What follows belongs to an exercise in optimizing a design on an open flow for small area and a short achievable clock period; a production flow would make more cautious choices.
Only the layout flow was run in this run; the RTL was not checked for function there.

--- flow/config.mk ---
export PLATFORM = sky130hd
export DESIGN_NAME = sigma_delta_dac_3rdorder
export DESIGN_NICKNAME = sigma_delta_dac_3rdorder
export VERILOG_FILES = /design/flow/design.v
export SDC_FILE = /design/flow/constraint.sdc
export NUM_CORES = 4
export LEC_CHECK = 0
export CAP_MARGIN = 20
export CORE_MARGIN = 2
export CORE_UTILIZATION = 40
export SETUP_SLACK_MARGIN = 3.3
export SLEW_MARGIN = 20
--- flow/constraint.sdc ---
create_clock -name core_clock -period 7.0 [get_ports {clk}]
set_input_delay 1.4000 -clock core_clock [delete_from_list [all_inputs] [get_ports {clk}]]
set_output_delay 1.4000 -clock core_clock [all_outputs]
set_load 0.01 [all_outputs]
--- flow/design.v ---
module sigma_delta_dac_3rdorder(
  input clk,
  input reset_n,
  input [15:0] d,
  output reg q
);
reg  [21:0] aor;
reg  [23:0] lr;
reg  [22:0] fr;
reg         nf23;
wire        s = ~nf23;
wire ai_n1 = aor[0] ^ ~d[0];
wire ai_n2 = aor[1] ^ ~d[1];
wire ai_n3 = aor[2] ^ ~d[2];
wire ai_n4 = aor[3] ^ ~d[3];
wire ai_n5 = aor[4] ^ ~d[4];
wire ai_n6 = aor[5] ^ ~d[5];
wire ai_n7 = aor[6] ^ ~d[6];
wire ai_n8 = aor[7] ^ ~d[7];
wire ai_n9 = aor[8] ^ ~d[8];
wire ai_n10 = aor[9] ^ ~d[9];
wire ai_n11 = aor[10] ^ d[10];
wire ai_n12 = aor[11] ^ d[11];
wire ai_n13 = aor[12] ^ d[12];
wire ai_n14 = aor[13] ^ d[13];
wire ai_n15 = aor[14] ^ d[14];
wire ai_n16 = aor[15] ^ ~d[15];
wire ai_n17 = aor[16] ^ d[15];
wire ai_n18 = aor[17] ^ nf23;
wire ai_n19 = aor[18] ^ nf23;
wire ai_n20 = aor[19] ^ nf23;
wire ai_n21 = aor[20] ^ nf23;
wire ai_n22 = aor[21] ^ nf23;
wire ai_n23 = aor[0] & ~d[0];
wire ai_n24 = aor[1] & ~d[1];
wire ai_n25 = aor[2] & ~d[2];
wire ai_n26 = aor[3] & ~d[3];
wire ai_n27 = aor[4] & ~d[4];
wire ai_n28 = aor[5] & ~d[5];
wire ai_n29 = aor[6] & ~d[6];
wire ai_n30 = aor[7] & ~d[7];
wire ai_n31 = aor[8] & ~d[8];
wire ai_n32 = aor[9] & ~d[9];
wire ai_n33 = aor[10] & d[10];
wire ai_n34 = aor[11] & d[11];
wire ai_n35 = aor[12] & d[12];
wire ai_n36 = aor[13] & d[13];
wire ai_n37 = aor[14] & d[14];
wire ai_n38 = aor[15] & ~d[15];
wire ai_n39 = aor[16] & d[15];
wire ai_n40 = aor[17] & nf23;
wire ai_n41 = aor[18] & nf23;
wire ai_n42 = aor[19] & nf23;
wire ai_n43 = aor[20] & nf23;
wire ai_n44 = aor[21] & nf23;
wire ai_n45 = ai_n24 | ((ai_n2 & aor[0]) & ~d[0]);
wire ai_n46 = ai_n2 & ai_n1;
wire ai_n47 = ai_n26 | (ai_n4 & ai_n25);
wire ai_n48 = ai_n4 & ai_n3;
wire ai_n49 = ai_n28 | (ai_n6 & ai_n27);
wire ai_n50 = ai_n6 & ai_n5;
wire ai_n51 = ai_n30 | (ai_n8 & ai_n29);
wire ai_n52 = ai_n8 & ai_n7;
wire ai_n53 = ai_n32 | (ai_n10 & ai_n31);
wire ai_n54 = ai_n10 & ai_n9;
wire ai_n55 = ai_n25 | (ai_n3 & ai_n24);
wire ai_n56 = ai_n3 & ai_n2;
wire ai_n57 = ai_n55 | (ai_n56 & ai_n23);
wire ai_n58 = ai_n56 & ai_n1;
wire ai_n59 = ai_n47 | (ai_n48 & ai_n45);
wire ai_n60 = ai_n48 & ai_n46;
wire ai_n61 = ai_n29 | (ai_n7 & ai_n49);
wire ai_n62 = ai_n7 & ai_n50;
wire ai_n63 = ai_n51 | (ai_n52 & ai_n49);
wire ai_n64 = ai_n52 & ai_n50;
wire ai_n65 = ai_n27 | (ai_n5 & ai_n26);
wire ai_n66 = ai_n5 & ai_n4;
wire ai_n67 = ai_n65 | (ai_n66 & ai_n57);
wire ai_n68 = ai_n66 & ai_n58;
wire ai_n69 = ai_n49 | (ai_n50 & ai_n59);
wire ai_n70 = ai_n50 & ai_n60;
wire ai_n71 = ai_n61 | (ai_n62 & ai_n59);
wire ai_n72 = ai_n62 & ai_n60;
wire ai_n73 = ai_n63 | (ai_n64 & ai_n59);
wire ai_n74 = ai_n64 & ai_n60;
wire ai_n75 = ai_n31 | (ai_n9 & ai_n30);
wire ai_n76 = ai_n9 & ai_n8;
wire ai_n77 = ai_n75 | (ai_n76 & ai_n71);
wire ai_n78 = ai_n76 & ai_n72;
wire ai_n79 = ai_n53 | (ai_n54 & ai_n73);
wire ai_n80 = ai_n54 & ai_n74;
wire ai_n81 = ai_n1 ^ 1'b1;
wire ai_n82 = ai_n23 | ai_n1;
wire ai_n83 = ai_n2 ^ ai_n82;
wire ai_n84 = ai_n45 | ai_n46;
wire ai_n85 = ai_n3 ^ ai_n84;
wire ai_n86 = ai_n57 | ai_n58;
wire ai_n87 = ai_n4 ^ ai_n86;
wire ai_n88 = ai_n59 | ai_n60;
wire ai_n89 = ai_n5 ^ ai_n88;
wire ai_n90 = ai_n67 | ai_n68;
wire ai_n91 = ai_n6 ^ ai_n90;
wire ai_n92 = ai_n69 | ai_n70;
wire ai_n93 = ai_n7 ^ ai_n92;
wire ai_n94 = ai_n71 | ai_n72;
wire ai_n95 = ai_n8 ^ ai_n94;
wire ai_n96 = ai_n73 | ai_n74;
wire ai_n97 = ai_n9 ^ ai_n96;
wire ai_n98 = ai_n77 | ai_n78;
wire ai_n99 = ai_n10 ^ ai_n98;
wire ai_n100 = ai_n79 | ai_n80;
wire ai_n101 = ~ai_n100;
wire ai_n102 = ai_n34 | ((ai_n12 & aor[10]) & d[10]);
wire ai_n103 = ai_n12 & ai_n11;
wire ai_n104 = ai_n36 | (ai_n14 & ai_n35);
wire ai_n105 = ai_n14 & ai_n13;
wire ai_n106 = ai_n38 | (ai_n16 & ai_n37);
wire ai_n107 = ai_n16 & ai_n15;
wire ai_n108 = ai_n40 | (ai_n18 & ai_n39);
wire ai_n109 = ai_n18 & ai_n17;
wire ai_n110 = ai_n42 | (ai_n20 & ai_n41);
wire ai_n111 = ai_n20 & ai_n19;
wire ai_n112 = ai_n44 | (ai_n22 & ai_n43);
wire ai_n113 = ai_n22 & ai_n21;
wire ai_n114 = ai_n35 | (ai_n13 & ai_n34);
wire ai_n115 = ai_n13 & ai_n12;
wire ai_n116 = ai_n114 | (ai_n115 & ai_n33);
wire ai_n117 = ai_n115 & ai_n11;
wire ai_n118 = ai_n104 | (ai_n105 & ai_n102);
wire ai_n119 = ai_n105 & ai_n103;
wire ai_n120 = ai_n39 | (ai_n17 & ai_n106);
wire ai_n121 = ai_n17 & ai_n107;
wire ai_n122 = ai_n108 | (ai_n109 & ai_n106);
wire ai_n123 = ai_n109 & ai_n107;
wire ai_n124 = ai_n43 | (ai_n21 & ai_n110);
wire ai_n125 = ai_n21 & ai_n111;
wire ai_n126 = ai_n112 | (ai_n113 & ai_n110);
wire ai_n127 = ai_n113 & ai_n111;
wire ai_n128 = ai_n37 | (ai_n15 & ai_n36);
wire ai_n129 = ai_n15 & ai_n14;
wire ai_n130 = ai_n128 | (ai_n129 & ai_n116);
wire ai_n131 = ai_n129 & ai_n117;
wire ai_n132 = ai_n106 | (ai_n107 & ai_n118);
wire ai_n133 = ai_n107 & ai_n119;
wire ai_n134 = ai_n120 | (ai_n121 & ai_n118);
wire ai_n135 = ai_n121 & ai_n119;
wire ai_n136 = ai_n122 | (ai_n123 & ai_n118);
wire ai_n137 = ai_n123 & ai_n119;
wire ai_n138 = ai_n41 | (ai_n19 & ai_n40);
wire ai_n139 = ai_n19 & ai_n18;
wire ai_n140 = ai_n138 | (ai_n139 & ai_n134);
wire ai_n141 = ai_n139 & ai_n135;
wire ai_n142 = ai_n110 | (ai_n111 & ai_n136);
wire ai_n143 = ai_n111 & ai_n137;
wire ai_n144 = ai_n124 | (ai_n125 & ai_n136);
wire ai_n145 = ai_n125 & ai_n137;
wire ai_n146 = ai_n126 | (ai_n127 & ai_n136);
wire ai_n147 = ai_n127 & ai_n137;
wire ai_n148 = ai_n11 ^ ai_n101;
wire ai_n149 = ai_n33 | (ai_n11 & ai_n101);
wire ai_n150 = ai_n12 ^ ai_n149;
wire ai_n151 = ai_n102 | (ai_n103 & ai_n101);
wire ai_n152 = ai_n13 ^ ai_n151;
wire ai_n153 = ai_n116 | (ai_n117 & ai_n101);
wire ai_n154 = ai_n14 ^ ai_n153;
wire ai_n155 = ai_n118 | (ai_n119 & ai_n101);
wire ai_n156 = ai_n15 ^ ai_n155;
wire ai_n157 = ai_n130 | (ai_n131 & ai_n101);
wire ai_n158 = ai_n16 ^ ai_n157;
wire ai_n159 = ai_n132 | (ai_n133 & ai_n101);
wire ai_n160 = ai_n17 ^ ai_n159;
wire ai_n161 = ai_n134 | (ai_n135 & ai_n101);
wire ai_n162 = ai_n18 ^ ai_n161;
wire ai_n163 = ai_n136 | (ai_n137 & ai_n101);
wire ai_n164 = ai_n19 ^ ai_n163;
wire ai_n165 = ai_n140 | (ai_n141 & ai_n101);
wire ai_n166 = ai_n20 ^ ai_n165;
wire ai_n167 = ai_n142 | (ai_n143 & ai_n101);
wire ai_n168 = ai_n21 ^ ai_n167;
wire ai_n169 = ai_n144 | (ai_n145 & ai_n101);
wire ai_n170 = ai_n22 ^ ai_n169;
wire ai_n171 = ai_n146 | (ai_n147 & ai_n101);
wire x0 = lr[0] ^ aor[0] ^ fr[13];
wire y1 = (lr[0] & aor[0]) | (lr[0] & fr[13]) | (aor[0] & fr[13]);
wire x1 = lr[1] ^ aor[1] ^ fr[14];
wire y2 = (lr[1] & aor[1]) | (lr[1] & fr[14]) | (aor[1] & fr[14]);
wire x2 = lr[2] ^ aor[2] ^ fr[15];
wire y3 = (lr[2] & aor[2]) | (lr[2] & fr[15]) | (aor[2] & fr[15]);
wire x3 = lr[3] ^ aor[3] ^ fr[16];
wire y4 = (lr[3] & aor[3]) | (lr[3] & fr[16]) | (aor[3] & fr[16]);
wire x4 = lr[4] ^ aor[4] ^ fr[17];
wire y5 = (lr[4] & aor[4]) | (lr[4] & fr[17]) | (aor[4] & fr[17]);
wire x5 = lr[5] ^ aor[5] ^ fr[18];
wire y6 = (lr[5] & aor[5]) | (lr[5] & fr[18]) | (aor[5] & fr[18]);
wire x6 = lr[6] ^ aor[6] ^ fr[19];
wire y7 = (lr[6] & aor[6]) | (lr[6] & fr[19]) | (aor[6] & fr[19]);
wire x7 = lr[7] ^ aor[7] ^ fr[20];
wire y8 = (lr[7] & aor[7]) | (lr[7] & fr[20]) | (aor[7] & fr[20]);
wire x8 = lr[8] ^ aor[8] ^ fr[21];
wire y9 = (lr[8] & aor[8]) | (lr[8] & fr[21]) | (aor[8] & fr[21]);
wire x9 = lr[9] ^ aor[9] ^ fr[22];
wire y10 = (lr[9] & aor[9]) | (lr[9] & fr[22]) | (aor[9] & fr[22]);
wire x10 = lr[10] ^ aor[10] ^ nf23;
wire y11 = (lr[10] & aor[10]) | (lr[10] & nf23) | (aor[10] & nf23);
wire x11 = lr[11] ^ aor[11] ^ nf23;
wire y12 = (lr[11] & aor[11]) | (lr[11] & nf23) | (aor[11] & nf23);
wire x12 = lr[12] ^ aor[12] ^ nf23;
wire y13 = (lr[12] & aor[12]) | (lr[12] & nf23) | (aor[12] & nf23);
wire x13 = lr[13] ^ aor[13] ^ nf23;
wire y14 = (lr[13] & aor[13]) | (lr[13] & nf23) | (aor[13] & nf23);
wire x14 = lr[14] ^ aor[14] ^ nf23;
wire y15 = (lr[14] & aor[14]) | (lr[14] & nf23) | (aor[14] & nf23);
wire x15 = lr[15] ^ aor[15] ^ nf23;
wire y16 = (lr[15] & aor[15]) | (lr[15] & nf23) | (aor[15] & nf23);
wire x16 = lr[16] ^ aor[16] ^ nf23;
wire y17 = (lr[16] & aor[16]) | (lr[16] & nf23) | (aor[16] & nf23);
wire x17 = lr[17] ^ aor[17] ^ nf23;
wire y18 = (lr[17] & aor[17]) | (lr[17] & nf23) | (aor[17] & nf23);
wire x18 = lr[18] ^ aor[18] ^ s;
wire y19 = (lr[18] & aor[18]) | (lr[18] & s) | (aor[18] & s);
wire x19 = lr[19] ^ aor[19] ^ nf23;
wire y20 = (lr[19] & aor[19]) | (lr[19] & nf23) | (aor[19] & nf23);
wire x20 = lr[20] ^ aor[20] ^ nf23;
wire y21 = (lr[20] & aor[20]) | (lr[20] & nf23) | (aor[20] & nf23);
wire x21 = lr[21] ^ aor[21] ^ s;
wire y22 = (lr[21] & aor[21]) | (lr[21] & s) | (aor[21] & s);
wire x22 = lr[22] ^ 1'b0 ^ 1'b1;
wire y23 = (lr[22] & 1'b0) | (lr[22] & 1'b1) | (1'b0 & 1'b1);
wire x23 = lr[23] ^ 1'b0 ^ 1'b1;
wire la_n1 = x0 ^ 1'b0;
wire la_n2 = x1 ^ y1;
wire la_n3 = x2 ^ y2;
wire la_n4 = x3 ^ y3;
wire la_n5 = x4 ^ y4;
wire la_n6 = x5 ^ y5;
wire la_n7 = x6 ^ y6;
wire la_n8 = x7 ^ y7;
wire la_n9 = x8 ^ y8;
wire la_n10 = x9 ^ y9;
wire la_n11 = x10 ^ ~y10;
wire la_n12 = x11 ^ y11;
wire la_n13 = x12 ^ y12;
wire la_n14 = x13 ^ y13;
wire la_n15 = x14 ^ y14;
wire la_n16 = x15 ^ y15;
wire la_n17 = x16 ^ y16;
wire la_n18 = x17 ^ y17;
wire la_n19 = x18 ^ y18;
wire la_n20 = x19 ^ y19;
wire la_n21 = x20 ^ y20;
wire la_n22 = x21 ^ y21;
wire la_n23 = x22 ^ y22;
wire la_n24 = x23 ^ y23;
wire la_n25 = x0 & 1'b0;
wire la_n26 = x1 & y1;
wire la_n27 = x2 & y2;
wire la_n28 = x3 & y3;
wire la_n29 = x4 & y4;
wire la_n30 = x5 & y5;
wire la_n31 = x6 & y6;
wire la_n32 = x7 & y7;
wire la_n33 = x8 & y8;
wire la_n34 = x9 & y9;
wire la_n35 = x10 & ~y10;
wire la_n36 = x11 & y11;
wire la_n37 = x12 & y12;
wire la_n38 = x13 & y13;
wire la_n39 = x14 & y14;
wire la_n40 = x15 & y15;
wire la_n41 = x16 & y16;
wire la_n42 = x17 & y17;
wire la_n43 = x18 & y18;
wire la_n44 = x19 & y19;
wire la_n45 = x20 & y20;
wire la_n46 = x21 & y21;
wire la_n47 = x22 & y22;
wire la_n48 = x23 & y23;
wire la_n49 = la_n26 | ((la_n2 & x0) & 1'b0);
wire la_n50 = la_n2 & la_n1;
wire la_n51 = la_n28 | (la_n4 & la_n27);
wire la_n52 = la_n4 & la_n3;
wire la_n53 = la_n30 | (la_n6 & la_n29);
wire la_n54 = la_n6 & la_n5;
wire la_n55 = la_n32 | (la_n8 & la_n31);
wire la_n56 = la_n8 & la_n7;
wire la_n57 = la_n34 | (la_n10 & la_n33);
wire la_n58 = la_n10 & la_n9;
wire la_n59 = la_n27 | (la_n3 & la_n26);
wire la_n60 = la_n3 & la_n2;
wire la_n61 = la_n59 | (la_n60 & la_n25);
wire la_n62 = la_n60 & la_n1;
wire la_n63 = la_n51 | (la_n52 & la_n49);
wire la_n64 = la_n52 & la_n50;
wire la_n65 = la_n31 | (la_n7 & la_n53);
wire la_n66 = la_n7 & la_n54;
wire la_n67 = la_n55 | (la_n56 & la_n53);
wire la_n68 = la_n56 & la_n54;
wire la_n69 = la_n29 | (la_n5 & la_n28);
wire la_n70 = la_n5 & la_n4;
wire la_n71 = la_n69 | (la_n70 & la_n61);
wire la_n72 = la_n70 & la_n62;
wire la_n73 = la_n53 | (la_n54 & la_n63);
wire la_n74 = la_n54 & la_n64;
wire la_n75 = la_n65 | (la_n66 & la_n63);
wire la_n76 = la_n66 & la_n64;
wire la_n77 = la_n67 | (la_n68 & la_n63);
wire la_n78 = la_n68 & la_n64;
wire la_n79 = la_n33 | (la_n9 & la_n32);
wire la_n80 = la_n9 & la_n8;
wire la_n81 = la_n79 | (la_n80 & la_n75);
wire la_n82 = la_n80 & la_n76;
wire la_n83 = la_n57 | (la_n58 & la_n77);
wire la_n84 = la_n58 & la_n78;
wire la_n85 = la_n1 ^ 1'b1;
wire la_n86 = la_n25 | la_n1;
wire la_n87 = la_n2 ^ la_n86;
wire la_n88 = la_n49 | la_n50;
wire la_n89 = la_n3 ^ la_n88;
wire la_n90 = la_n61 | la_n62;
wire la_n91 = la_n4 ^ la_n90;
wire la_n92 = la_n63 | la_n64;
wire la_n93 = la_n5 ^ la_n92;
wire la_n94 = la_n71 | la_n72;
wire la_n95 = la_n6 ^ la_n94;
wire la_n96 = la_n73 | la_n74;
wire la_n97 = la_n7 ^ la_n96;
wire la_n98 = la_n75 | la_n76;
wire la_n99 = la_n8 ^ la_n98;
wire la_n100 = la_n77 | la_n78;
wire la_n101 = la_n9 ^ la_n100;
wire la_n102 = la_n81 | la_n82;
wire la_n103 = la_n10 ^ la_n102;
wire la_n104 = la_n83 | la_n84;
wire la_n105 = ~la_n104;
wire la_n106 = la_n36 | ((la_n12 & x10) & ~y10);
wire la_n107 = la_n12 & la_n11;
wire la_n108 = la_n38 | (la_n14 & la_n37);
wire la_n109 = la_n14 & la_n13;
wire la_n110 = la_n40 | (la_n16 & la_n39);
wire la_n111 = la_n16 & la_n15;
wire la_n112 = la_n42 | (la_n18 & la_n41);
wire la_n113 = la_n18 & la_n17;
wire la_n114 = la_n44 | (la_n20 & la_n43);
wire la_n115 = la_n20 & la_n19;
wire la_n116 = la_n46 | (la_n22 & la_n45);
wire la_n117 = la_n22 & la_n21;
wire la_n118 = la_n48 | (la_n24 & la_n47);
wire la_n119 = la_n24 & la_n23;
wire la_n120 = la_n37 | (la_n13 & la_n36);
wire la_n121 = la_n13 & la_n12;
wire la_n122 = la_n120 | (la_n121 & la_n35);
wire la_n123 = la_n121 & la_n11;
wire la_n124 = la_n108 | (la_n109 & la_n106);
wire la_n125 = la_n109 & la_n107;
wire la_n126 = la_n41 | (la_n17 & la_n110);
wire la_n127 = la_n17 & la_n111;
wire la_n128 = la_n112 | (la_n113 & la_n110);
wire la_n129 = la_n113 & la_n111;
wire la_n130 = la_n45 | (la_n21 & la_n114);
wire la_n131 = la_n21 & la_n115;
wire la_n132 = la_n116 | (la_n117 & la_n114);
wire la_n133 = la_n117 & la_n115;
wire la_n134 = la_n39 | (la_n15 & la_n38);
wire la_n135 = la_n15 & la_n14;
wire la_n136 = la_n134 | (la_n135 & la_n122);
wire la_n137 = la_n135 & la_n123;
wire la_n138 = la_n110 | (la_n111 & la_n124);
wire la_n139 = la_n111 & la_n125;
wire la_n140 = la_n126 | (la_n127 & la_n124);
wire la_n141 = la_n127 & la_n125;
wire la_n142 = la_n128 | (la_n129 & la_n124);
wire la_n143 = la_n129 & la_n125;
wire la_n144 = la_n47 | (la_n23 & la_n132);
wire la_n145 = la_n23 & la_n133;
wire la_n146 = la_n118 | (la_n119 & la_n132);
wire la_n147 = la_n119 & la_n133;
wire la_n148 = la_n43 | (la_n19 & la_n42);
wire la_n149 = la_n19 & la_n18;
wire la_n150 = la_n148 | (la_n149 & la_n140);
wire la_n151 = la_n149 & la_n141;
wire la_n152 = la_n114 | (la_n115 & la_n142);
wire la_n153 = la_n115 & la_n143;
wire la_n154 = la_n130 | (la_n131 & la_n142);
wire la_n155 = la_n131 & la_n143;
wire la_n156 = la_n132 | (la_n133 & la_n142);
wire la_n157 = la_n133 & la_n143;
wire la_n158 = la_n144 | (la_n145 & la_n142);
wire la_n159 = la_n145 & la_n143;
wire la_n160 = la_n146 | (la_n147 & la_n142);
wire la_n161 = la_n147 & la_n143;
wire la_n162 = la_n11 ^ la_n105;
wire la_n163 = la_n35 | (la_n11 & la_n105);
wire la_n164 = la_n12 ^ la_n163;
wire la_n165 = la_n106 | (la_n107 & la_n105);
wire la_n166 = la_n13 ^ la_n165;
wire la_n167 = la_n122 | (la_n123 & la_n105);
wire la_n168 = la_n14 ^ la_n167;
wire la_n169 = la_n124 | (la_n125 & la_n105);
wire la_n170 = la_n15 ^ la_n169;
wire la_n171 = la_n136 | (la_n137 & la_n105);
wire la_n172 = la_n16 ^ la_n171;
wire la_n173 = la_n138 | (la_n139 & la_n105);
wire la_n174 = la_n17 ^ la_n173;
wire la_n175 = la_n140 | (la_n141 & la_n105);
wire la_n176 = la_n18 ^ la_n175;
wire la_n177 = la_n142 | (la_n143 & la_n105);
wire la_n178 = la_n19 ^ la_n177;
wire la_n179 = la_n150 | (la_n151 & la_n105);
wire la_n180 = la_n20 ^ la_n179;
wire la_n181 = la_n152 | (la_n153 & la_n105);
wire la_n182 = la_n21 ^ la_n181;
wire la_n183 = la_n154 | (la_n155 & la_n105);
wire la_n184 = la_n22 ^ la_n183;
wire la_n185 = la_n156 | (la_n157 & la_n105);
wire la_n186 = la_n23 ^ la_n185;
wire la_n187 = la_n158 | (la_n159 & la_n105);
wire la_n188 = la_n24 ^ la_n187;
wire la_n189 = la_n160 | (la_n161 & la_n105);
wire [4:0] fh = { s, fr[22:19] } + { nf23, nf23, nf23, nf23, 1'b1 };
wire s1_0 = fr[0] ^ x1 ^ y1;
wire c1_0 = (fr[0] & x1) | (fr[0] & y1) | (x1 & y1);
wire s1_1 = fr[1] ^ x2 ^ y2;
wire c1_1 = (fr[1] & x2) | (fr[1] & y2) | (x2 & y2);
wire s1_2 = fr[2] ^ x3 ^ y3;
wire c1_2 = (fr[2] & x3) | (fr[2] & y3) | (x3 & y3);
wire s1_3 = fr[3] ^ x4 ^ y4;
wire c1_3 = (fr[3] & x4) | (fr[3] & y4) | (x4 & y4);
wire s1_4 = fr[4] ^ x5 ^ y5;
wire c1_4 = (fr[4] & x5) | (fr[4] & y5) | (x5 & y5);
wire s1_5 = fr[5] ^ x6 ^ y6;
wire c1_5 = (fr[5] & x6) | (fr[5] & y6) | (x6 & y6);
wire s1_6 = fr[6] ^ x7 ^ y7;
wire c1_6 = (fr[6] & x7) | (fr[6] & y7) | (x7 & y7);
wire s1_7 = fr[7] ^ x8 ^ y8;
wire c1_7 = (fr[7] & x8) | (fr[7] & y8) | (x8 & y8);
wire s1_8 = fr[8] ^ x9 ^ y9;
wire c1_8 = (fr[8] & x9) | (fr[8] & y9) | (x9 & y9);
wire s1_9 = fr[9] ^ ~x10 ^ y10;
wire c1_9 = (fr[9] & ~x10) | (fr[9] & y10) | (~x10 & y10);
wire s1_10 = fr[10] ^ x11 ^ y11;
wire c1_10 = (fr[10] & x11) | (fr[10] & y11) | (x11 & y11);
wire s1_11 = fr[11] ^ x12 ^ y12;
wire c1_11 = (fr[11] & x12) | (fr[11] & y12) | (x12 & y12);
wire s1_12 = fr[12] ^ x13 ^ y13;
wire c1_12 = (fr[12] & x13) | (fr[12] & y13) | (x13 & y13);
wire s1_13 = fr[13] ^ x14 ^ y14;
wire c1_13 = (fr[13] & x14) | (fr[13] & y14) | (x14 & y14);
wire s1_14 = fr[14] ^ x15 ^ y15;
wire c1_14 = (fr[14] & x15) | (fr[14] & y15) | (x15 & y15);
wire s1_15 = fr[15] ^ x16 ^ y16;
wire c1_15 = (fr[15] & x16) | (fr[15] & y16) | (x16 & y16);
wire s1_16 = fr[16] ^ x17 ^ y17;
wire c1_16 = (fr[16] & x17) | (fr[16] & y17) | (x17 & y17);
wire s1_17 = fr[17] ^ x18 ^ y18;
wire c1_17 = (fr[17] & x18) | (fr[17] & y18) | (x18 & y18);
wire s1_18 = fr[18] ^ x19 ^ y19;
wire c1_18 = (fr[18] & x19) | (fr[18] & y19) | (x19 & y19);
wire s1_19 = fh[0] ^ x20 ^ y20;
wire c1_19 = (fh[0] & x20) | (fh[0] & y20) | (x20 & y20);
wire s1_20 = fh[1] ^ x21 ^ y21;
wire c1_20 = (fh[1] & x21) | (fh[1] & y21) | (x21 & y21);
wire s1_21 = fh[2] ^ x22 ^ y22;
wire c1_21 = (fh[2] & x22) | (fh[2] & y22) | (x22 & y22);
wire s1_22 = fh[3] ^ x23 ^ y23;
wire c1_22 = (fh[3] & x23) | (fh[3] & y23) | (x23 & y23);
wire s1_23 = fh[4] ^ 1'b0 ^ 1'b0;
wire c1_23 = (fh[4] & 1'b0) | (fh[4] & 1'b0) | (1'b0 & 1'b0);
wire ta_n1 = s1_0 ^ x0;
wire ta_n2 = s1_1 ^ c1_0;
wire ta_n3 = s1_2 ^ c1_1;
wire ta_n4 = s1_3 ^ c1_2;
wire ta_n5 = s1_4 ^ c1_3;
wire ta_n6 = s1_5 ^ c1_4;
wire ta_n7 = s1_6 ^ c1_5;
wire ta_n8 = s1_7 ^ c1_6;
wire ta_n9 = s1_8 ^ c1_7;
wire ta_n10 = s1_9 ^ c1_8;
wire ta_n11 = s1_10 ^ ~c1_9;
wire ta_n12 = s1_11 ^ c1_10;
wire ta_n13 = s1_12 ^ c1_11;
wire ta_n14 = s1_13 ^ c1_12;
wire ta_n15 = s1_14 ^ c1_13;
wire ta_n16 = s1_15 ^ c1_14;
wire ta_n17 = s1_16 ^ c1_15;
wire ta_n18 = s1_17 ^ c1_16;
wire ta_n19 = s1_18 ^ c1_17;
wire ta_n20 = s1_19 ^ c1_18;
wire ta_n21 = s1_20 ^ c1_19;
wire ta_n22 = s1_21 ^ c1_20;
wire ta_n23 = s1_22 ^ c1_21;
wire ta_n24 = s1_23 ^ c1_22;
wire ta_n25 = s1_0 & x0;
wire ta_n26 = s1_1 & c1_0;
wire ta_n27 = s1_2 & c1_1;
wire ta_n28 = s1_3 & c1_2;
wire ta_n29 = s1_4 & c1_3;
wire ta_n30 = s1_5 & c1_4;
wire ta_n31 = s1_6 & c1_5;
wire ta_n32 = s1_7 & c1_6;
wire ta_n33 = s1_8 & c1_7;
wire ta_n34 = s1_9 & c1_8;
wire ta_n35 = s1_10 & ~c1_9;
wire ta_n36 = s1_11 & c1_10;
wire ta_n37 = s1_12 & c1_11;
wire ta_n38 = s1_13 & c1_12;
wire ta_n39 = s1_14 & c1_13;
wire ta_n40 = s1_15 & c1_14;
wire ta_n41 = s1_16 & c1_15;
wire ta_n42 = s1_17 & c1_16;
wire ta_n43 = s1_18 & c1_17;
wire ta_n44 = s1_19 & c1_18;
wire ta_n45 = s1_20 & c1_19;
wire ta_n46 = s1_21 & c1_20;
wire ta_n47 = s1_22 & c1_21;
wire ta_n48 = s1_23 & c1_22;
wire ta_n49 = ta_n26 | ((ta_n2 & s1_0) & x0);
wire ta_n50 = ta_n2 & ta_n1;
wire ta_n51 = ta_n28 | (ta_n4 & ta_n27);
wire ta_n52 = ta_n4 & ta_n3;
wire ta_n53 = ta_n30 | (ta_n6 & ta_n29);
wire ta_n54 = ta_n6 & ta_n5;
wire ta_n55 = ta_n32 | (ta_n8 & ta_n31);
wire ta_n56 = ta_n8 & ta_n7;
wire ta_n57 = ta_n34 | (ta_n10 & ta_n33);
wire ta_n58 = ta_n10 & ta_n9;
wire ta_n59 = ta_n27 | (ta_n3 & ta_n26);
wire ta_n60 = ta_n3 & ta_n2;
wire ta_n61 = ta_n59 | (ta_n60 & ta_n25);
wire ta_n62 = ta_n60 & ta_n1;
wire ta_n63 = ta_n51 | (ta_n52 & ta_n49);
wire ta_n64 = ta_n52 & ta_n50;
wire ta_n65 = ta_n31 | (ta_n7 & ta_n53);
wire ta_n66 = ta_n7 & ta_n54;
wire ta_n67 = ta_n55 | (ta_n56 & ta_n53);
wire ta_n68 = ta_n56 & ta_n54;
wire ta_n69 = ta_n29 | (ta_n5 & ta_n28);
wire ta_n70 = ta_n5 & ta_n4;
wire ta_n71 = ta_n69 | (ta_n70 & ta_n61);
wire ta_n72 = ta_n70 & ta_n62;
wire ta_n73 = ta_n53 | (ta_n54 & ta_n63);
wire ta_n74 = ta_n54 & ta_n64;
wire ta_n75 = ta_n65 | (ta_n66 & ta_n63);
wire ta_n76 = ta_n66 & ta_n64;
wire ta_n77 = ta_n67 | (ta_n68 & ta_n63);
wire ta_n78 = ta_n68 & ta_n64;
wire ta_n79 = ta_n33 | (ta_n9 & ta_n32);
wire ta_n80 = ta_n9 & ta_n8;
wire ta_n81 = ta_n79 | (ta_n80 & ta_n75);
wire ta_n82 = ta_n80 & ta_n76;
wire ta_n83 = ta_n57 | (ta_n58 & ta_n77);
wire ta_n84 = ta_n58 & ta_n78;
wire ta_n85 = ta_n1 ^ 1'b1;
wire ta_n86 = ta_n25 | ta_n1;
wire ta_n87 = ta_n2 ^ ta_n86;
wire ta_n88 = ta_n49 | ta_n50;
wire ta_n89 = ta_n3 ^ ta_n88;
wire ta_n90 = ta_n61 | ta_n62;
wire ta_n91 = ta_n4 ^ ta_n90;
wire ta_n92 = ta_n63 | ta_n64;
wire ta_n93 = ta_n5 ^ ta_n92;
wire ta_n94 = ta_n71 | ta_n72;
wire ta_n95 = ta_n6 ^ ta_n94;
wire ta_n96 = ta_n73 | ta_n74;
wire ta_n97 = ta_n7 ^ ta_n96;
wire ta_n98 = ta_n75 | ta_n76;
wire ta_n99 = ta_n8 ^ ta_n98;
wire ta_n100 = ta_n77 | ta_n78;
wire ta_n101 = ta_n9 ^ ta_n100;
wire ta_n102 = ta_n81 | ta_n82;
wire ta_n103 = ta_n10 ^ ta_n102;
wire ta_n104 = ta_n83 | ta_n84;
wire ta_n105 = ~ta_n104;
wire ta_n106 = ta_n36 | ((ta_n12 & s1_10) & ~c1_9);
wire ta_n107 = ta_n12 & ta_n11;
wire ta_n108 = ta_n38 | (ta_n14 & ta_n37);
wire ta_n109 = ta_n14 & ta_n13;
wire ta_n110 = ta_n40 | (ta_n16 & ta_n39);
wire ta_n111 = ta_n16 & ta_n15;
wire ta_n112 = ta_n42 | (ta_n18 & ta_n41);
wire ta_n113 = ta_n18 & ta_n17;
wire ta_n114 = ta_n44 | (ta_n20 & ta_n43);
wire ta_n115 = ta_n20 & ta_n19;
wire ta_n116 = ta_n46 | (ta_n22 & ta_n45);
wire ta_n117 = ta_n22 & ta_n21;
wire ta_n118 = ta_n48 | (ta_n24 & ta_n47);
wire ta_n119 = ta_n24 & ta_n23;
wire ta_n120 = ta_n37 | (ta_n13 & ta_n36);
wire ta_n121 = ta_n13 & ta_n12;
wire ta_n122 = ta_n120 | (ta_n121 & ta_n35);
wire ta_n123 = ta_n121 & ta_n11;
wire ta_n124 = ta_n108 | (ta_n109 & ta_n106);
wire ta_n125 = ta_n109 & ta_n107;
wire ta_n126 = ta_n41 | (ta_n17 & ta_n110);
wire ta_n127 = ta_n17 & ta_n111;
wire ta_n128 = ta_n112 | (ta_n113 & ta_n110);
wire ta_n129 = ta_n113 & ta_n111;
wire ta_n130 = ta_n45 | (ta_n21 & ta_n114);
wire ta_n131 = ta_n21 & ta_n115;
wire ta_n132 = ta_n116 | (ta_n117 & ta_n114);
wire ta_n133 = ta_n117 & ta_n115;
wire ta_n134 = ta_n39 | (ta_n15 & ta_n38);
wire ta_n135 = ta_n15 & ta_n14;
wire ta_n136 = ta_n134 | (ta_n135 & ta_n122);
wire ta_n137 = ta_n135 & ta_n123;
wire ta_n138 = ta_n110 | (ta_n111 & ta_n124);
wire ta_n139 = ta_n111 & ta_n125;
wire ta_n140 = ta_n126 | (ta_n127 & ta_n124);
wire ta_n141 = ta_n127 & ta_n125;
wire ta_n142 = ta_n128 | (ta_n129 & ta_n124);
wire ta_n143 = ta_n129 & ta_n125;
wire ta_n144 = ta_n47 | (ta_n23 & ta_n132);
wire ta_n145 = ta_n23 & ta_n133;
wire ta_n146 = ta_n118 | (ta_n119 & ta_n132);
wire ta_n147 = ta_n119 & ta_n133;
wire ta_n148 = ta_n43 | (ta_n19 & ta_n42);
wire ta_n149 = ta_n19 & ta_n18;
wire ta_n150 = ta_n148 | (ta_n149 & ta_n140);
wire ta_n151 = ta_n149 & ta_n141;
wire ta_n152 = ta_n114 | (ta_n115 & ta_n142);
wire ta_n153 = ta_n115 & ta_n143;
wire ta_n154 = ta_n130 | (ta_n131 & ta_n142);
wire ta_n155 = ta_n131 & ta_n143;
wire ta_n156 = ta_n132 | (ta_n133 & ta_n142);
wire ta_n157 = ta_n133 & ta_n143;
wire ta_n158 = ta_n144 | (ta_n145 & ta_n142);
wire ta_n159 = ta_n145 & ta_n143;
wire ta_n160 = ta_n146 | (ta_n147 & ta_n142);
wire ta_n161 = ta_n147 & ta_n143;
wire ta_n162 = ta_n11 ^ ta_n105;
wire ta_n163 = ta_n35 | (ta_n11 & ta_n105);
wire ta_n164 = ta_n12 ^ ta_n163;
wire ta_n165 = ta_n106 | (ta_n107 & ta_n105);
wire ta_n166 = ta_n13 ^ ta_n165;
wire ta_n167 = ta_n122 | (ta_n123 & ta_n105);
wire ta_n168 = ta_n14 ^ ta_n167;
wire ta_n169 = ta_n124 | (ta_n125 & ta_n105);
wire ta_n170 = ta_n15 ^ ta_n169;
wire ta_n171 = ta_n136 | (ta_n137 & ta_n105);
wire ta_n172 = ta_n16 ^ ta_n171;
wire ta_n173 = ta_n138 | (ta_n139 & ta_n105);
wire ta_n174 = ta_n17 ^ ta_n173;
wire ta_n175 = ta_n140 | (ta_n141 & ta_n105);
wire ta_n176 = ta_n18 ^ ta_n175;
wire ta_n177 = ta_n142 | (ta_n143 & ta_n105);
wire ta_n178 = ta_n19 ^ ta_n177;
wire ta_n179 = ta_n150 | (ta_n151 & ta_n105);
wire ta_n180 = ta_n20 ^ ta_n179;
wire ta_n181 = ta_n152 | (ta_n153 & ta_n105);
wire ta_n182 = ta_n21 ^ ta_n181;
wire ta_n183 = ta_n154 | (ta_n155 & ta_n105);
wire ta_n184 = ta_n22 ^ ta_n183;
wire ta_n185 = ta_n156 | (ta_n157 & ta_n105);
wire ta_n186 = ta_n23 ^ ta_n185;
wire ta_n187 = ta_n158 | (ta_n159 & ta_n105);
wire ta_n188 = ta_n24 ^ ta_n187;
wire ta_n189 = ta_n160 | (ta_n161 & ta_n105);
always @(negedge reset_n or posedge clk)
  if (!reset_n) begin
    aor  <= 22'h2003ff;
    lr   <= 24'h0003ff;
    fr   <= 23'h0003ff;
    nf23 <= 1'b1;
    q    <= 1'b0;
  end else begin
    aor  <= { ai_n170, ai_n168, ai_n166, ai_n164, ai_n162, ai_n160, ai_n158, ai_n156, ai_n154, ai_n152, ai_n150, ai_n148, ai_n99, ai_n97, ai_n95, ai_n93, ai_n91, ai_n89, ai_n87, ai_n85, ai_n83, ai_n81 };
    lr   <= { la_n188, la_n186, la_n184, la_n182, la_n180, la_n178, la_n176, la_n174, la_n172, la_n170, la_n168, la_n166, la_n164, la_n162, la_n103, la_n101, la_n99, la_n97, la_n95, la_n93, la_n91, la_n89, la_n87, la_n85 };
    fr   <= { ta_n186, ta_n184, ta_n182, ta_n180, ta_n178, ta_n176, ta_n174, ta_n172, ta_n170, ta_n168, ta_n166, ta_n164, ta_n162, ta_n103, ta_n101, ta_n99, ta_n97, ta_n95, ta_n93, ta_n91, ta_n89, ta_n87, ta_n85 };
    nf23 <= ~(ta_n188 ^ la_n188 ^ la_n189);
    q    <= nf23;
  end
endmodule
--- flow/flow/run.sh ---
#!/bin/bash
# The standard layout (standard.sh), with two changes to how it is made:
#  - clock tree synthesis with its own options (below), without dummy loads;
#  - port buffers of the smallest buffer cell (every port still gets one).
# Each tool's full output is in the ORFS logs under orfs/logs; make's own
# output is in standard.log.
bash standard.sh \
  "CTS_ARGS=-sink_clustering_enable -repair_clock_nets -buf_list sky130_fd_sc_hd__clkbuf_8 -dont_use_dummy_load" \
  "BUFFER_PORTS_ARGS=-buffer_cell sky130_fd_sc_hd__buf_1" \
  finish > standard.log 2>&1
--- flow/standard.sh ---
#!/bin/bash
# synth_recipe.tcl (not shown) runs the flow's synth.tcl, then flattens the netlist and writes it again
# the make line also repeats each setting of config.mk as NAME=value (left out here)
make -C /OpenROAD-flow-scripts/flow DESIGN_CONFIG=/design/flow/config.mk WORK_HOME=/design/flow/orfs CLKGATE_MAP_FILE= SYNTH_SCRIPT=/design/flow/synth_recipe.tcl "${@:-finish}"
==> results.txt <==
-- area by class of cell --
cell class	instances	area share [%]
multi-input cells	400	59.8
flip-flops and latches	71	27.6
inverters	68	3.88
well taps	184	3.50
repair buffers	35	3.32
clock buffers	9	1.88
-- synthesized netlist by cell type, types with 4 or more instances --
library cell and n:
nor2_1 26, o2111ai_1 4, xnor2_1 48, o21a_1 7
xor2_1 15, nand2b_1 11, o21ai_0 19, o21bai_1 6
dfstp_2 32, dfrtp_1 39, ha_1 75, o211ai_1 4
fa_1 50, nor3_1 8, a21o_1 11, inv_1 68
nor2b_1 7, nand2_1 20, nand3_1 10, a21oi_1 38
-- worst max-delay path: cells and delay by family (launching register included) --
kind	cells	cell delay, ns
simple gates	2	0.28
fa+ha+maj	3	1.32
xor+xnor	1	0.12
buf+inv	2	0.09
flops	1	0.53
compound gates	7	1.35
-- metrics by stage --
step                cells  instance area, µm²  setup slack, ns  hold WS [ns]
floorplan             539                5840             3.36         0.619
global placement      742                6150             2.99         0.643
detailed placement    742                6150             2.90         0.660
CTS                   759                6380             3.10         0.670
global route          767                6590             3.07         0.695
finish                767                6590             3.24         0.661
-- routing by layer --
| metal | global-route usage, % | wire length, µm | up-vias | share of wire [%] |
|---|---|---|---|---|
| li1 | - | - | 1908 | - |
| met1 | 20.3 | 5300 | 1928 | 45 |
| met2 | 27.0 | 5870 | 44 | 50 |
| met3 | 4.42 | 424 | 20 | 3.6 |
| met4 | 6.14 | 247 | 0 | 2.1 |
| met5 | 0 | 0 | - | 0 |
-- timing repair --
item / 4_1_cts / 5_1_grt
resized for setup: 9 / 22
setup buffers: 8 / 8
endpoints found under the setup margin: 8 / 19
pin swaps: 21 / 9
-- cell usage in the layout, fill, tap and decap left out, types with 3 or more instances in the layout --
cell type / count
o211ai_1: 4
a21o_1: 11
dfrtp_1: 39
dfstp_2: 31
clkbuf_8: 9
inv_2: 3
ha_4: 6
buf_1: 17
xor2_1: 15
and3_1: 3
buf_4: 14
nor3_1: 7
a21oi_1: 36
o21ai_0: 17
xnor2_1: 48
fa_1: 48
a21oi_2: 5
nor2b_1: 7
nand3_1: 10
inv_1: 65
nand2b_1: 11
nand2_1: 20
ha_1: 69
nor2_1: 24
o21a_1: 7
o21bai_1: 6
-- flip-flops by register name, summed over array words and instances, names as in the netlist --
| signal | flops |
|---|---|
| nf23 | 1 |
| aor | 22 |
| fr | 23 |
| q | 1 |
| lr | 24 |
-- worst max path at each step --
stage	slack [ns]	end
finish	3.24	nf23
detailed placement	2.90	aor[10]
floorplan	3.36	nf23
global placement	2.99	aor[10]
global route	3.07	nf23
CTS	3.10	nf23
-- logic make-up (layout without fill, tap and decap cells) --
family / after synthesis / count (layout) / share of synthesized area (%)
flops: 71 / 71 / 31.1
xor+xnor: 63 / 63 / 9.45
compound gates: 115 / 115 / 13.6
fa+ha+maj: 125 / 125 / 33.2
simple gates: 97 / 97 / 8.31
buf+inv: 68 / 112 / 4.37
==> results.txt <==
status=complete, no violations; max-slew violation count=0; drt total wl=11.8 mm; asr flop ratio synth=100%; Worst path max stage delay=0.54 ns; Residual DRC=0; multi-input logic area=0.00394 mm²; Worst EP required=7.29 ns; setup TNS=0 ns; FMAX=266 MHz; row count=44; synth warn=1; Yosys reg bits=71; Initial Utilization=40.5%; Max clock buf depth=2; io pins=19; Syn Nets=682; Critical R2R Launch=lr[2]; Layout Skew=0.0240 ns; drt via density=5.08; Core Footprint=0.0144 mm²; Worst-path clk slew=0.07 ns; reg2reg setup slack=3.24 ns; Worst setup SP type=register; GRT Util Overall=16.3%; Root Driver=clkbuf_8; critical path fanouts, max=3; vias in the first global route=4181; Post-Syn Area=0.00584 mm²; top cells by area, synth=fa_1, dfrtp_1, ha_1; Worst Min Path Start=aor[19]; EDFF count, synth=0; critical path, cell by cell=inv_2 -> fa_1 -> inv_2 -> fa_1 -> ha_4 -> o21ai_2 -> o21bai_2 -> o2111ai_2 -> a31o_4 -> a221oi_4 -> o2111ai_2 -> and2_4 -> o21a_1 -> nor2_2 -> xnor2_1; Nets=728; Hold Crit Depth=2; Hold-fix buffers, CTS=0; first-pass GRT wire length=19.9 mm; worst reg2reg endpoint=nf23; DP Wirelength=9.25 mm; CP Capture Type=register; predominant post-synthesis flop cell=dfrtp_1; Worst Tran Pin Value=0.922 ns; final hold violation count=0; ratio of cells with drive above 1 in the final layout=16.6%; full die area=0.0156 mm²; Mapped Cells=539; initial antenna violation count=0; H-tree depth=3; Critical Path Source=lr[2]; slowest cell on the critical path=fa_1; Die Span X=125 µm; Reg2Reg Depth=15; Vias=3900; Layout area overhead=12.8%; hold crit path type=register to register; synthesized area per cell=10.8 µm²; DR pass1 iterations=4; clock buffer count from CTS=9; input/output buffers=18; GPL Wtd Cong=0.857; fin util=45.7%; fin crit share=53.7%; proportion of synthesized chip area in sequential cells=31.1%; DR WL/cell=15.4 µm; Layout fillers=1344; Min Clock Period, post-route=3.76 ns; CTS tree=built; Synth cell types=48; Synth top area share=17.1%; grt total ovfl=0; Worst Path Arrival=4.05 ns; largest net degree at the start of global routing=72; insertion delay to the later sink of the worst-skew pair=0.37 ns; RSZ-0062 raised after global routing=yes; Synth area leader=fa_1; Clock Sinks=71; Post-DRT Antenna Nets=0; max-cap viol count=0; worst min-delay path endpoint=aor[19]; # diodes=0; final setup vio count=0; Slew headroom=38.5%; Die Y=125 µm; Crit Path Class=register to register; register area=0.00182 mm²; DRT iter0 DRCs=91

[separate check: timing with driven ports]
The flow's constraints put no driver on any port. The routed layout listed below was extracted and timed again, unchanged, in two steps. Step 1, drivers: a clkbuf_16 drives clk and a buf_2 each remaining input, both assumed. Step 2 adds t to the input delays and takes it off the output delays; t is the mean of the earliest and latest rising clock arrival at the registers after step 1. Input paths then give back, and output paths get back, about the clock's delay inside the block. Slacks: no drivers / after step 1 / after step 2; pairs: no drivers / after step 1.
shift t [ns]: 0.390
setup WS [ns]: 3.242 / 3.242 / 3.015
worst data-port slew with drivers (ns): 0.04
pins driven straight from the clock port: 1
After both steps this run still meets setup and hold. The setup slack of this run moves by 0.000 ns with the drivers and by -0.227 ns with both steps.
